Context: an optimization exercise on an open-source flow, tuned for small area. The choices shown serve that exercise and are no tape-out recipe.
The RTL was checked by simulation tests, not by an equivalence proof against the original design.
Power and IR drop assume default switching activity.

// oled_controller
module oled_controller(
    input  clock, reset, d_valid,
    input [6:0] sdin,
    output wire oled_spi_clk, oled_spi_data,
    output reg oled_dc_n, txDone,
    output wire oled_vdd, oled_vbat, oled_reset_n
);
Size in the first run: ~710 cells after synthesis, roughly 17 I/O pins.
clock: 10.0 ns
lec_check: 0
abc_area: 1
cap_margin: 20
core_margin: 2
core_utilization: 30
gpl_timing_driven: 0
place_density: 0.45
slew_margin: 20
synth_memory_max_bits: 16384
standard.sh (not shown) runs the stock make flow with config.mk's settings and CLKGATE_MAP_FILE= SYNTH_SCRIPT=/design/flow/synth_recipe.tcl, a recipe that flattens the netlist after the stock synthesis.
==> flow/flow/run.sh <==
#!/bin/bash
# Standard synthesis, then the combinational logic re-mapped for area with a
# few ABC scripts (the flip-flops are kept as the standard synthesis made
# them); each result is proven equal to the standard netlist and the smallest
# is laid out with the standard layout.
set -euo pipefail
R=orfs/results/$FLOW_PLATFORM/oled_controller/base
YOSYS=$(command -v yosys || echo "$FLOW_HOME/../tools/install/yosys/bin/yosys")
bash standard.sh synth > synth.log 2>&1
cp "$R/1_2_yosys.v" std_netlist.v
export REMAP_LIB="$FLOW_HOME/platforms/$FLOW_PLATFORM/lib/sky130_fd_sc_hd__tt_025C_1v80.lib"
export REMAP_IN=std_netlist.v
remap() {
  local n=$1
  if REMAP_OUT=remap_$n.v REMAP_ABC=flow/cand$n.abc "$YOSYS" -c flow/remap.tcl > remap_$n.log 2>&1 &&
     REMAP_OUT=remap_$n.v "$YOSYS" -c flow/equiv.tcl > equiv_$n.log 2>&1; then
    awk '/Chip area/ {print $NF}' remap_$n.v.stat > area_$n.txt
  fi
}
for n in 1 2 3 4; do remap $n & done
wait
best=""; best_area=""
for n in 1 2 3 4; do
  if [[ -s area_$n.txt ]]; then
    a=$(cat area_$n.txt)
    echo "candidate $n: $a"
    if [[ -z "$best" ]] || awk -v a="$a" -v b="$best_area" 'BEGIN {exit !(a < b)}'; then
      best=$n; best_area=$a
    fi
  else
    echo "candidate $n: failed"
  fi
done
if [[ -n "$best" ]]; then
  echo "using candidate $best ($best_area)"
  cp remap_$best.v "$R/1_2_yosys.v"
  rm -f "$R/1_synth.odb" "$R/1_synth.sdc"
else
  echo "re-mapping failed; using the standard netlist"
fi
# extra ORFS settings for the layout, one NAME=value per line
KNOBS=()
if [[ -f flow/knobs.txt ]]; then
  while IFS= read -r line; do
    [[ -z "$line" || "$line" == \#* ]] || KNOBS+=("$line")
  done < flow/knobs.txt
fi
bash standard.sh "${KNOBS[@]}" finish > layout.log 2>&1
==> flow/flow/cand1.abc <==
strash
&get -n
&deepsyn -T 400 -S 1
&put
dch -f
amap -F 2000 -A 5
mfs2 -a
strash
dch -f
amap -F 2000 -A 5
==> flow/flow/cand2.abc <==
strash
&get -n
&deepsyn -T 400 -S 2
&put
dch -f
amap -F 2000 -A 5
mfs2 -a
strash
dch -f
amap -F 2000 -A 5
==> flow/flow/cand3.abc <==
strash
dch -f
amap -F 2000 -A 5
mfs2 -a
strash
dch -f
amap -F 2000 -A 5
==> flow/flow/cand4.abc <==
strash
&get -n
&deepsyn -T 400 -S 3
&put
dch -f
map -a
mfs2 -a
strash
dch -f
map -a
mfs2 -a
strash
dch -f
map -a
==> flow/flow/equiv.tcl <==
# Prove the re-mapped netlist equal to the standard one: the flip-flops are
# the same instances, so the logic between them must compute the same.
yosys -import
set lib $::env(REMAP_LIB)
read_liberty -ignore_miss_func $lib
read_verilog $::env(REMAP_IN)
yosys rename $::env(FLOW_TOP) gold
read_verilog $::env(REMAP_OUT)
yosys rename $::env(FLOW_TOP) gate
foreach m [list sky130_fd_sc_hd__dfxtp_1 sky130_fd_sc_hd__edfxtp_1 sky130_fd_sc_hd__dfrtp_1 sky130_fd_sc_hd__dfstp_1 sky130_fd_sc_hd__dfxbp_1 sky130_fd_sc_hd__dfrbp_1 sky130_fd_sc_hd__dfbbp_1 sky130_fd_sc_hd__sdfxtp_1] {
  catch { setattr -mod -set keep_hierarchy 1 $m }
}
flatten gold gate
opt_clean
# internal nets get private names so that only ports and register outputs pair up
yosys rename -hide gate/w:*.* gate/w:_*_ gold/w:*.* gold/w:_*_
equiv_make gold gate equiv
hierarchy -top equiv
equiv_simple
equiv_status -assert
==> flow/flow/remap.tcl <==
# Re-map the combinational logic of the standard synthesis netlist for area.
# Flip-flops (and their instance names and cell types) are kept as they are.
yosys -import
set lib $::env(REMAP_LIB)
read_liberty -ignore_miss_func $lib
read_verilog $::env(REMAP_IN)
hierarchy -top $::env(FLOW_TOP)
foreach m [list sky130_fd_sc_hd__dfxtp_1 sky130_fd_sc_hd__edfxtp_1 sky130_fd_sc_hd__dfrtp_1 sky130_fd_sc_hd__dfstp_1 sky130_fd_sc_hd__dfxbp_1 sky130_fd_sc_hd__dfrbp_1 sky130_fd_sc_hd__dfbbp_1 sky130_fd_sc_hd__sdfxtp_1 sky130_fd_sc_hd__conb_1] {
  catch { setattr -mod -set keep_hierarchy 1 $m }
}
flatten
opt_clean -purge
abc -script $::env(REMAP_ABC) -liberty $lib -dont_use sky130_fd_sc_hd__lpflow_bleeder_1 -dont_use sky130_fd_sc_hd__lpflow_clkbufkapwr_1 -dont_use sky130_fd_sc_hd__lpflow_clkbufkapwr_16 -dont_use sky130_fd_sc_hd__lpflow_clkbufkapwr_2 -dont_use sky130_fd_sc_hd__lpflow_clkbufkapwr_4 -dont_use sky130_fd_sc_hd__lpflow_clkbufkapwr_8 -dont_use sky130_fd_sc_hd__lpflow_clkinvkapwr_1 -dont_use sky130_fd_sc_hd__lpflow_clkinvkapwr_16 -dont_use sky130_fd_sc_hd__lpflow_clkinvkapwr_2 -dont_use sky130_fd_sc_hd__lpflow_clkinvkapwr_4 -dont_use sky130_fd_sc_hd__lpflow_clkinvkapwr_8 -dont_use sky130_fd_sc_hd__lpflow_decapkapwr_12 -dont_use sky130_fd_sc_hd__lpflow_decapkapwr_3 -dont_use sky130_fd_sc_hd__lpflow_decapkapwr_4 -dont_use sky130_fd_sc_hd__lpflow_decapkapwr_6 -dont_use sky130_fd_sc_hd__lpflow_decapkapwr_8 -dont_use sky130_fd_sc_hd__lpflow_inputiso0n_1 -dont_use sky130_fd_sc_hd__lpflow_inputiso0p_1 -dont_use sky130_fd_sc_hd__lpflow_inputiso1n_1 -dont_use sky130_fd_sc_hd__lpflow_inputiso1p_1 -dont_use sky130_fd_sc_hd__lpflow_inputisolatch_1 -dont_use sky130_fd_sc_hd__lpflow_isobufsrc_1 -dont_use sky130_fd_sc_hd__lpflow_isobufsrc_16 -dont_use sky130_fd_sc_hd__lpflow_isobufsrc_2 -dont_use sky130_fd_sc_hd__lpflow_isobufsrc_4 -dont_use sky130_fd_sc_hd__lpflow_isobufsrc_8 -dont_use sky130_fd_sc_hd__lpflow_isobufsrckapwr_16 -dont_use sky130_fd_sc_hd__lpflow_lsbuf_lh_hl_isowell_tap_1 -dont_use sky130_fd_sc_hd__lpflow_lsbuf_lh_hl_isowell_tap_2 -dont_use sky130_fd_sc_hd__lpflow_lsbuf_lh_hl_isowell_tap_4 -dont_use sky130_fd_sc_hd__lpflow_lsbuf_lh_isowell_4 -dont_use sky130_fd_sc_hd__lpflow_lsbuf_lh_isowell_tap_1 -dont_use sky130_fd_sc_hd__lpflow_lsbuf_lh_isowell_tap_2 -dont_use sky130_fd_sc_hd__lpflow_lsbuf_lh_isowell_tap_4 -dont_use sky130_fd_sc_hd__probe_p_8 -dont_use sky130_fd_sc_hd__probec_p_8 
splitnets
opt_clean -purge
hilomap -singleton -hicell sky130_fd_sc_hd__conb_1 HI -locell sky130_fd_sc_hd__conb_1 LO
insbuf -buf sky130_fd_sc_hd__buf_4 A X
select $::env(FLOW_TOP)
tee -o $::env(REMAP_OUT).stat stat -liberty $lib
write_verilog -noattr -noexpr -nohex -nodec -selected $::env(REMAP_OUT)
Other scripts of this flow, unchanged in this note and not shown: flow/flow/knobs.txt
Then changed:
--- a/flow/flow/run.sh
+++ b/flow/flow/run.sh
@@ -18,8 +18,8 @@
   fi
 }
-for n in 1 2 3 4; do remap $n & done
+for n in 1 2 3 4 5; do remap $n & done
 wait
 best=""; best_area=""
-for n in 1 2 3 4; do
+for n in 1 2 3 4 5; do
   if [[ -s area_$n.txt ]]; then
     a=$(cat area_$n.txt)
==> flow/flow/cand1.abc (replaced) <==
strash
&get -n
&deepsyn -T 700 -S 1
&put
dch -f
amap -F 2000 -A 5
mfs2 -a
strash
dch -f
amap -F 2000 -A 5
==> flow/flow/cand2.abc (replaced) <==
strash
&get -n
&deepsyn -T 700 -S 2
&put
dch -f
amap -F 2000 -A 5
mfs2 -a
strash
dch -f
amap -F 2000 -A 5
==> flow/flow/cand3.abc (replaced) <==
strash
&get -n
&deepsyn -T 700 -S 3
&put
dch -f
amap -F 2000 -A 5
mfs2 -a
strash
dch -f
amap -F 2000 -A 5
==> flow/flow/cand4.abc (replaced) <==
strash
&get -n
&deepsyn -T 700 -S 4
&put
dch -f
amap -F 2000 -A 5
mfs2 -a
strash
dch -f
amap -F 2000 -A 5
==> flow/flow/cand5.abc (new file) <==
strash
dch -f
amap -F 2000 -A 5
mfs2 -a
strash
dch -f
amap -F 2000 -A 5
=> Setup slack improved by 54 ps; register-to-register slack improved by 370 ps; clock power decreases by about 4%.
Then changed:
==> flow/flow/run.sh (replaced) <==
#!/bin/bash
# Standard synthesis, then the combinational logic re-mapped for area (the
# flip-flops are kept as the standard synthesis made them), proven equal to
# the standard netlist, then the standard layout from that netlist.
set -euo pipefail
R=orfs/results/$FLOW_PLATFORM/oled_controller/base
YOSYS=$(command -v yosys || echo "$FLOW_HOME/../tools/install/yosys/bin/yosys")
bash standard.sh synth > synth.log 2>&1
cp "$R/1_2_yosys.v" std_netlist.v
export REMAP_LIB="$FLOW_HOME/platforms/$FLOW_PLATFORM/lib/sky130_fd_sc_hd__tt_025C_1v80.lib"
export REMAP_IN=std_netlist.v REMAP_OUT=remap_netlist.v REMAP_ABC=flow/remap.abc
if "$YOSYS" -c flow/remap.tcl > remap.log 2>&1 && "$YOSYS" -c flow/equiv.tcl > equiv.log 2>&1; then
  cp remap_netlist.v "$R/1_2_yosys.v"
  rm -f "$R/1_synth.odb" "$R/1_synth.sdc"
  echo "using the re-mapped netlist"
else
  echo "re-mapping failed; using the standard netlist"
fi
# extra ORFS settings for the layout, one NAME=value per line
KNOBS=()
if [[ -f flow/knobs.txt ]]; then
  while IFS= read -r line; do
    [[ -z "$line" || "$line" == \#* ]] || KNOBS+=("$line")
  done < flow/knobs.txt
fi
bash standard.sh "${KNOBS[@]}" finish > layout.log 2>&1
==> flow/flow/remap.abc (new file) <==
strash
&get -n
&deepsyn -T 400 -S 1
&put
dch -f
map -a
mfs2 -a
strash
dch -f
map -a
mfs2 -a
strash
dch -f
map -a
removed: flow/flow/cand1.abc
removed: flow/flow/cand2.abc
removed: flow/flow/cand3.abc
removed: flow/flow/cand4.abc
removed: flow/flow/cand5.abc
After rerunning:
- wire length increases by 0.70%
- synthesized cell count is higher by about 17%
- register-to-register slack got worse by 60 ps
- first-iteration DRC count is higher by about 5%
- via count increases by about 5%
- worst setup slack improved by 840 ps

========
run Z:
oled_controller, a different RTL version from the one above (not shown whole).
For scale: ~800 cells after synthesis, ~17 I/O pins, roughly 0.0045 mm^2 of cells after synthesis.
Settings: LEC_CHECK=0, ABC_AREA=1, CAP_MARGIN=20, CORE_MARGIN=2, CORE_UTILIZATION=30, GPL_TIMING_DRIVEN=0, PLACE_DENSITY=0.45, SLEW_MARGIN=20, SYNTH_MEMORY_MAX_BITS=16384; clock period 10.0 ns.
==> flow/flow/run.sh <==
#!/bin/bash
# Standard synthesis, then the combinational logic re-mapped for area (the
# flip-flops are kept as the standard synthesis made them), proven equal to
# the standard netlist, then the standard layout from that netlist.
set -euo pipefail
R=orfs/results/$FLOW_PLATFORM/oled_controller/base
YOSYS=$(command -v yosys || echo "$FLOW_HOME/../tools/install/yosys/bin/yosys")
bash standard.sh synth > synth.log 2>&1
cp "$R/1_2_yosys.v" std_netlist.v
export REMAP_LIB="$FLOW_HOME/platforms/$FLOW_PLATFORM/lib/sky130_fd_sc_hd__tt_025C_1v80.lib"
export REMAP_IN=std_netlist.v REMAP_OUT=remap_netlist.v REMAP_ABC=flow/remap.abc
if "$YOSYS" -c flow/remap.tcl > remap.log 2>&1 && "$YOSYS" -c flow/equiv.tcl > equiv.log 2>&1; then
  cp remap_netlist.v "$R/1_2_yosys.v"
  rm -f "$R/1_synth.odb" "$R/1_synth.sdc"
  echo "using the re-mapped netlist"
else
  echo "re-mapping failed; using the standard netlist"
fi
# extra ORFS settings for the layout, one NAME=value per line
KNOBS=()
if [[ -f flow/knobs.txt ]]; then
  while IFS= read -r line; do
    [[ -z "$line" || "$line" == \#* ]] || KNOBS+=("$line")
  done < flow/knobs.txt
fi
bash standard.sh "${KNOBS[@]}" finish > layout.log 2>&1
==> flow/flow/knobs.txt <==
# port buffers: a small buffer instead of the default delay cell
BUFFER_PORTS_ARGS=-buffer_cell sky130_fd_sc_hd__buf_2
# clock tree without dummy loads, in as few clusters as the slew allows
CTS_ARGS=-sink_clustering_enable -repair_clock_nets -dont_use_dummy_load -sink_clustering_size 50 -sink_clustering_max_diameter 500
==> flow/flow/remap.abc <==
strash
dch -f
map -a
mfs2 -a
strash
dch -f
map -a
mfs2 -a
strash
dch -f
map -a
Scripts as last shown in full above: flow/flow/equiv.tcl, flow/flow/remap.tcl
Run Z finished all stages; the layout is clean.
diff inputs: run Z => run Y
==> flow/flow/knobs.txt <==
# port buffers: a small buffer instead of the default delay cell
BUFFER_PORTS_ARGS=-buffer_cell sky130_fd_sc_hd__buf_1
# clock tree without dummy loads, from clkbuf_8 buffers
CTS_ARGS=-sink_clustering_enable -repair_clock_nets -dont_use_dummy_load -buf_list sky130_fd_sc_hd__clkbuf_8
-- flow/flow/remap.abc --
<<< run Z, line 1
strash
dch -f
>>> run Y, line 1
strash
&get -n
&deepsyn -T 400 -S 1
&put
dch -f
[summary]
Status | run Z and run Y | clean
Compared with run Z, run Y degrades pre-CTS setup slack.
In run Y, the sequential group power came out about 30% below the value in run Z.
Portion of total power attributed to combinational logic in run Y is 17 points lower than in run Z
Sort run Z and run Y by final-layout fill cell count desc -> top: run Y
[run Y] transition time of the tightest slew-check pin rose 0.19 ns relative to run Z
| cell area | lower: run Y |
Most used routing layer = met2: run Y; most used routing layer = met1: run Z
Mean routed wirelength per cell: higher on run Z

-- separate check: timing with driven ports --
Ports are ideal in the flow. The routed layouts listed here were re-timed in OpenROAD. Step 1: set_driving_cell puts a clkbuf_16 on clock and a buf_2 on each other input, an assumption about the parent block. Step 2 moves the port delays by t, midway between the first and last clock arrival at a register: inputs arrive t later, outputs are due t later. That takes back most of the time a late clock gives input paths. Three values: ideal ports, drivers, drivers and shift; two values: the first two.
run | t, ns | setup slack, ns | hold slack, ns | latest minus earliest clock arrival (ns)
the first run of note 1 | 0.329 | 1.436 / 1.430 / 1.102 | 0.456 / 0.456 / 0.456 | 0.013 / 0.013
the second run of note 1 | 0.319 | 1.489 / 1.492 / 1.173 | 0.426 / 0.426 / 0.426 | 0.012 / 0.012
the third run of note 1 | 0.322 | 2.332 / 2.337 / 2.015 | 0.452 / 0.452 / 0.452 | 0.013 / 0.012
run Z | 0.313 | 2.592 / 2.602 / 2.289 | 0.447 / 0.447 / 0.447 | 0.011 / 0.010
run Y | 0.337 | 2.161 / 2.165 / 1.828 | 0.471 / 0.471 / 0.471 | 0.020 / 0.020
After both steps every run listed still meets setup and hold. For the first run of note 1, which loses most, drivers alone change the setup slack by -0.006 ns; drivers and shift together by -0.334 ns.
